Background: an optimization exercise with open tools, aiming at small area and a short achievable clock period. Do not read the settings as production practice.
The RTL of this run was laid out without a check of its function.
Power is estimated from default activity; no workload was simulated.

`constraint.sdc`:
```
create_clock -name core_clock -period 4.2 [get_ports {clk}]
set_input_delay 0.8400 -clock core_clock [delete_from_list [all_inputs] [get_ports {clk}]]
set_output_delay 0.8400 -clock core_clock [all_outputs]
set_load 0.01 [all_outputs]
```
`design.v`:
```
`timescale 1ns / 1ps
module sha256_pipe3 ( clk, state, state2, data, hash );
	input clk;
	input [255:0] state, state2;
	input [511:0] data;
	output reg [255:0] hash;
	localparam [31:0] K0 = 32'h428a2f98;
	localparam [31:0] K1 = 32'h71374491;
	localparam [31:0] K2 = 32'hb5c0fbcf;
	function [31:0] f_E0;
		input [31:0] x;
		f_E0 = {x[1:0],x[31:2]} ^ {x[12:0],x[31:13]} ^ {x[21:0],x[31:22]};
	endfunction
	function [31:0] f_E1;
		input [31:0] x;
		f_E1 = {x[5:0],x[31:6]} ^ {x[10:0],x[31:11]} ^ {x[24:0],x[31:25]};
	endfunction
	function [31:0] f_ch;
		input [31:0] x, y, z;
		f_ch = z ^ (x & (y ^ z));
	endfunction
	function [31:0] f_maj;
		input [31:0] x, y, z;
		f_maj = (x & y) | (z & (x | y));
	endfunction
	function [63:0] csa;
		input [31:0] x, y, z;
		begin
			csa[31:0]  = x ^ y ^ z;
			csa[63:32] = {((x[30:0] & y[30:0]) | (z[30:0] & (x[30:0] | y[30:0]))), 1'b0};
		end
	endfunction
	wire [31:0] i_a = state[31:0];
	wire [31:0] i_b = state[63:32];
	wire [31:0] i_c = state[95:64];
	wire [31:0] i_d = state[127:96];
	wire [31:0] i_e = state[159:128];
	wire [31:0] i_f = state[191:160];
	wire [31:0] i_g = state[223:192];
	wire [31:0] i_h = state[255:224];
	wire [31:0] w0 = data[31:0];
	wire [31:0] w1 = data[63:32];
	wire [31:0] w2 = data[95:64];
	wire [31:0] r0_ch = f_ch(i_e, i_f, i_g);
	wire [31:0] r0_s1 = f_E1(i_e);
	wire [63:0] r0_p  = csa(i_h, w0, K0);                          
	wire [63:0] r0_pd = csa(r0_p[31:0], r0_p[63:32], i_d);
	wire [63:0] r0_q  = csa(r0_pd[31:0], r0_pd[63:32], r0_ch);
	wire [63:0] r0_e  = csa(r0_q[31:0], r0_q[63:32], r0_s1);      
	wire [63:0] r0_v  = csa(r0_p[31:0], r0_p[63:32], r0_ch);
	wire [63:0] r0_w  = csa(f_maj(i_a, i_b, i_c), r0_s1, f_E0(i_a));
	wire [63:0] r0_x  = csa(r0_v[31:0], r0_v[63:32], r0_w[31:0]);
	wire [63:0] r0_a  = csa(r0_x[31:0], r0_x[63:32], r0_w[63:32]);  
	reg [31:0] s1_a, s1_b, s1_c, s1_e, s1_f;
	reg [63:0] s1_e1, s1_a1, s1_h1, s1_h2;
	always @(posedge clk) begin
		s1_a  <= i_a;
		s1_b  <= i_b;
		s1_c  <= i_c;
		s1_e  <= i_e;
		s1_f  <= i_f;
		s1_e1 <= r0_e;
		s1_a1 <= r0_a;
		s1_h1 <= csa(i_g, w1, K1);
		s1_h2 <= csa(i_f, w2, K2);
	end
	reg [31:0] s2_a, s2_b, s2_c, s2_e, s2_f, s2_e1, s2_a1, s2_h1, s2_h2;
	always @(posedge clk) begin
		s2_a  <= s1_a;
		s2_b  <= s1_b;
		s2_c  <= s1_c;
		s2_e  <= s1_e;
		s2_f  <= s1_f;
		s2_e1 <= s1_e1[31:0] + s1_e1[63:32];
		s2_a1 <= s1_a1[31:0] + s1_a1[63:32];
		s2_h1 <= s1_h1[31:0] + s1_h1[63:32];
		s2_h2 <= s1_h2[31:0] + s1_h2[63:32];
	end
	wire [31:0] r1_ch = f_ch(s2_e1, s2_e, s2_f);
	wire [63:0] r1_p  = csa(s2_h1, s2_c, r1_ch);
	wire [63:0] r1_e  = csa(r1_p[31:0], r1_p[63:32], f_E1(s2_e1));
	wire [63:0] r1_q  = csa(s2_h1, r1_ch, f_maj(s2_a1, s2_a, s2_b));
	wire [63:0] r1_u  = csa(f_E1(s2_e1), f_E0(s2_a1), r1_q[31:0]);
	wire [63:0] r1_a  = csa(r1_u[31:0], r1_u[63:32], r1_q[63:32]);
	reg [31:0] s3_a, s3_b, s3_e, s3_e1, s3_a1, s3_h2;
	reg [63:0] s3_e2, s3_a2;
	always @(posedge clk) begin
		s3_a  <= s2_a;
		s3_b  <= s2_b;
		s3_e  <= s2_e;
		s3_e1 <= s2_e1;
		s3_a1 <= s2_a1;
		s3_h2 <= s2_h2;
		s3_e2 <= r1_e;
		s3_a2 <= r1_a;
	end
	reg [31:0] s4_a, s4_b, s4_e, s4_e1, s4_a1, s4_h2, s4_e2, s4_a2;
	always @(posedge clk) begin
		s4_a  <= s3_a;
		s4_b  <= s3_b;
		s4_e  <= s3_e;
		s4_e1 <= s3_e1;
		s4_a1 <= s3_a1;
		s4_h2 <= s3_h2;
		s4_e2 <= s3_e2[31:0] + s3_e2[63:32];
		s4_a2 <= s3_a2[31:0] + s3_a2[63:32];
	end
	wire [31:0] r2_ch = f_ch(s4_e2, s4_e1, s4_e);
	wire [63:0] r2_p  = csa(s4_h2, s4_b, r2_ch);
	wire [63:0] r2_e  = csa(r2_p[31:0], r2_p[63:32], f_E1(s4_e2));
	wire [63:0] r2_q  = csa(s4_h2, r2_ch, f_maj(s4_a2, s4_a1, s4_a));
	wire [63:0] r2_u  = csa(f_E1(s4_e2), f_E0(s4_a2), r2_q[31:0]);
	wire [63:0] r2_a  = csa(r2_u[31:0], r2_u[63:32], r2_q[63:32]);
	reg [31:0] s5_a, s5_e, s5_e1, s5_a1, s5_e2, s5_a2;
	reg [63:0] s5_e3, s5_a3;
	always @(posedge clk) begin
		s5_a  <= s4_a;
		s5_e  <= s4_e;
		s5_e1 <= s4_e1;
		s5_a1 <= s4_a1;
		s5_e2 <= s4_e2;
		s5_a2 <= s4_a2;
		s5_e3 <= r2_e;
		s5_a3 <= r2_a;
	end
	reg [31:0] s6_a, s6_e, s6_e1, s6_a1, s6_e2, s6_a2, s6_e3, s6_a3;
	always @(posedge clk) begin
		s6_a  <= s5_a;
		s6_e  <= s5_e;
		s6_e1 <= s5_e1;
		s6_a1 <= s5_a1;
		s6_e2 <= s5_e2;
		s6_a2 <= s5_a2;
		s6_e3 <= s5_e3[31:0] + s5_e3[63:32];
		s6_a3 <= s5_a3[31:0] + s5_a3[63:32];
	end
	reg [255:0] s7;
	always @(posedge clk)
		s7 <= {s6_e, s6_e1, s6_e2, s6_e3, s6_a, s6_a1, s6_a2, s6_a3};
	always @(posedge clk)
		hash <= s7;
endmodule
```
`run.sh`:
```
#!/bin/bash
# synth_recipe.tcl (not shown) runs the flow's synth.tcl, then flattens the netlist and writes it again
# the make line also repeats each setting of config.mk as NAME=value (left out here)
make -C /OpenROAD-flow-scripts/flow DESIGN_CONFIG=/design/flow/config.mk WORK_HOME=/design/flow/orfs CLKGATE_MAP_FILE= SYNTH_SCRIPT=/design/flow/synth_recipe.tcl finish
```
`config.mk`:
```
export PLATFORM = sky130hd
export DESIGN_NAME = sha256_pipe3
export DESIGN_NICKNAME = sha256_pipe3
export VERILOG_FILES = /design/flow/design.v
export SDC_FILE = /design/flow/constraint.sdc
export NUM_CORES = 4
export LEC_CHECK = 0
export CAP_MARGIN = 20
export CORE_MARGIN = 2
export CORE_UTILIZATION = 40
export CTS_BUF_LIST = sky130_fd_sc_hd__clkbuf_8
export CTS_CLUSTER_DIAMETER = 45
export CTS_CLUSTER_SIZE = 20
export SETUP_SLACK_MARGIN = 1.7
export SLEW_MARGIN = 20
```
==> impl_metrics.py <==
metrics = {
    "detailed_routing": {
        "drt-pass1-iter-count": 5,
        "drt-total-wl_um": 258000,
        "drt_iter0_drc": 3105,
        "top_layer": "met5",
        "drt-vias-per-instance": 4.51,
        "detail-route-antenna-nets": 0,
        "wl_met2_um": 111000,
        "drc": 0,
        "wl_per_cell_um": 24.8,
        "num_vias": 46900,
        "wl_met1_um": 122000,
        "route.met3.wl_um": 14400,
    },
    "power": {
        "vdd_drop_max_mv": 0.422,
        "power_density_nw_per_um2": 1000,
        "power_w": 0.103,
        "p_leak_nw": 46.4,
    },
    "logic_synthesis": {
        "async_reset_ff_share_pct": 0,
        "syn-instance-count": 6442,
        "syn_area_per_cell_um2": 12.5,
        "synth_common_cells": "dfxtp_1, inv_1, fa_1",
        "synth_top_area_share_pct": 58.6,
        "yosysWarnings": 1,
        "synth_edf_count": 0,
        "synthXorXnorAreaFrac_pct": 6.74,
        "synth_cell_types": 84,
        "synth-simple-area-share_pct": 2.85,
        "muxShareOfSynthArea_pct": 1.06,
        "yosysMostFrequentCell": "dfxtp_1",
        "ys_seq_elements": 2357,
        "synth_compound_area_share_pct": 6.82,
        "yosysTopAreaCell": "dfxtp_1",
        "syn_nets": 8329,
        "ys.flop_type": "dfxtp_1",
        "ys_seq_area_share_pct": 58.6,
        "synthTopCellsByArea": "dfxtp_1, fa_1, xnor2_1",
        "syn-cell-area_um2": 80600,
        "synth_adder_area_share_pct": 18.3,
        "synth_top_family_by_area": "adder cells",
    },
    "die": {
        "num_rows": 164,
        "io-pin-count": 1281,
        "fp.dieW_um": 453,
        "core_area_um2": 200000,
        "start_util_pct": 40.3,
        "dieArea_um2": 205000,
        "die_h_um": 453,
    },
    "sta": {
        "rsz0062_at_grt": "true",
        "worst_pin_slew_ns": 0.940,
        "finalCritPeriodShare_pct": 68.4,
        "period_needed_ns": 2.87,
        "maxSlewHeadroom_pct": 35.7,
        "tns_ns": 0,
        "slew_viol_final": 0,
        "hold_viol": 0,
        "setup_violations": 0,
        "fmax_mhz": 348,
        "skew_ns": 0.0624,
        "setup_slack_ns": 1.33,
    },
    "cts": {
        "clk_pin_slew_worst_paths_ns": 0.11,
        "cts_root_buffer": "clkbuf_8",
        "clock-sinks": 2357,
        "tritoncts": "done",
        "cts_made_buffers": 239,
        "clock_latency_ns": 1.07,
        "clockBufferDepth": 3,
        "cts_max_level": 4,
    },
    "critical_path": {
        "critPathMaxFanout": 4,
        "worstRegToRegCells": 12,
        "crit_type": "flop to flop",
        "cp.arrival_ns": 3.77,
        "cp.required_ns": 5.10,
        "setup.worst_path.end_class": "flop",
        "startpoint_type": "flop",
    },
    "worst_hold_path": {
        "worstHoldPathCells": 1,
        "worst_hold_path_type": "primary input to flop",
    },
    "global_routing": {
        "grt_max_degree": 21,
        "grtUsageTotal_pct": 24.8,
        "grt_pass1_vias": 47800,
        "grt_pass1_wl_um": 353000,
        "globalRouteOverflowTotal": 0,
        "antenna_found_initial": 75,
    },
    "finish": {
        "fin_nets": 9415,
        "drive_gt1_share_pct": 24.7,
        "area_growth_syn_to_layout_pct": 27.5,
    },
    "flow_run": {
        "cap_violations": 0,
    },
    "placement": {
        "io_buffers": 608,
        "place.gp.congestion": 0.922,
        "dpl.hpwl_um": 213000,
        "preCtsSetupSlack_ns": -0.101,
    },
    "outcome": {
        "status": "timing/DRC/antenna clean",
    },
}
[critical path, stage by stage, from the launching register on]
cell and delay [ns]:
dfxtp_2 0.33, ha_4 0.17, fa_2 0.37, a21oi_2 0.19
o21ai_2 0.10, a31o_1 0.22, a31o_4 0.25, a221oi_4 0.23
buf_6 0.17, o311ai_4 0.12, a31oi_4 0.31, o21bai_1 0.13
xor2_1 0.15
[per-stage QoR]
step	util (%)	area [um^2]	hold slack, ns	instances
CTS	50.3	101000	0.0735	10300
floorplan	-	82700	0.310	6442
global route	51.3	103000	-0.00204	10400
detailed placement	46.2	92300	0.312	9729
finish	51.4	103000	0.0456	10400
global placement	46.2	92300	0.310	9729
[per-layer routing]
| layer | GRT usage (%) | vias to the layer above |
|---|---|---|
| li1 | - | 22400 |
| met3 | 4.17 | 384 |
| met5 | 0 | - |
| met2 | 37.6 | 1483 |
| met4 | 8.81 | 24 |
| met1 | 35.6 | 22700 |
[final timing paths]
kind	slack, ns	from	end
max	1.33	s1_h1[33]	s2_h1[27]
min	0.05	state[20]	s1_a[20]
max reg2reg	1.33	s1_h1[33]	s2_h1[27]
min reg2reg	0.30	s1_a[31]	s2_a[31]
[power breakdown]
group | switching, W | internal [W] | total [W]
clock network | 0.00978 | 0.00729 | 0.0171
logic | 0.0276 | 0.0214 | 0.0490
registers | 0.00552 | 0.0316 | 0.0371
[layout by cell type, fill, tap and decap left out, drive strengths merged, types with 22 or more instances in the layout]
| master | netlist | final |
|---|---|---|
| a211oi | 22 | 22 |
| a21o | 217 | 217 |
| a21oi | 189 | 189 |
| and3 | 37 | 37 |
| buf | 1 | 612 |
| clkbuf | 118 | 261 |
| clkdlybuf4s50 | 0 | 279 |
| clkinv | 1 | 71 |
| dfxtp | 2357 | 2357 |
| diode | 0 | 25 |
| dlymetal6s2s | 0 | 36 |
| fa | 525 | 525 |
| ha | 337 | 337 |
| inv | 1089 | 1187 |
| mux2i | 83 | 83 |
| nand2 | 131 | 131 |
| nand2b | 22 | 22 |
| nand3 | 38 | 38 |
| nor2 | 118 | 118 |
| nor2b | 22 | 22 |
| nor3 | 40 | 40 |
| o21a | 40 | 40 |
| o21ai | 180 | 180 |
| o21bai | 36 | 36 |
| xnor2 | 509 | 509 |
| xor2 | 111 | 111 |
[state kept, by name, summed over array words and instances, names as in the netlist, 63 cells and up]
| signal | flops |
|---|---|
| s1_h1 | 63 |
| s5_e3 | 63 |
| s1_e1 | 63 |
| s3_e2 | 63 |
| s1_h2 | 63 |
| s7 | 256 |
| hash | 256 |
[cell families after synthesis]
group                    after synthesis
flip-flops                          2357
buffers and inverters               1209
XOR/XNOR                             620
adder cells (fa/ha/maj)              868
AO/OA/AOI/OAI                        827
multiplexers                          85
AND/OR/NAND/NOR                      476
[layout make-up]
class	count	area [um^2]
diodes	25	62.6
flip-flops and latches	2357	47700
fillers	17500	97300
inverters	1090	4240
repair buffers	964	8310
clock buffers	251	3450
multi-input cells	2876	33100
well taps	2656	3320
clock inverters	192	2630
[timing repair]
action	in CTS	in global routing
gates resized for setup	1730	348
endpoints found under the hold margin	0	1
setup buffers	110	103
hold buffers	0	1
pin swaps	209	183
setup endpoints to repair	558	194

==> afterwards: timing with drivers on the ports <==
In the flow no input, the clock included, has a driving cell. The finished layout below was timed again as built, in two steps. Step 1 (the two cells are an assumption about what drives the block):
set clk [get_ports {clk}]
set_driving_cell -lib_cell sky130_fd_sc_hd__clkbuf_16 $clk
set_driving_cell -lib_cell sky130_fd_sc_hd__buf_2 [delete_from_list [all_inputs] $clk]
Step 2 adds t to the input delays and takes it off the output delays; t is the mean of the earliest and latest rising clock arrival at the registers after step 1. Input paths then give back, and output paths get back, about the clock's delay inside the block. Slacks: no drivers / after step 1 / after step 2; pairs: no drivers / after step 1.
shift t [ns]: 1.103
setup WS [ns]: 1.326 / 1.326 / 0.622
worst setup path at the end: input to register
After both steps this run still meets setup and hold. The setup slack of this run moves by 0.000 ns with the drivers and by -0.704 ns with both steps.
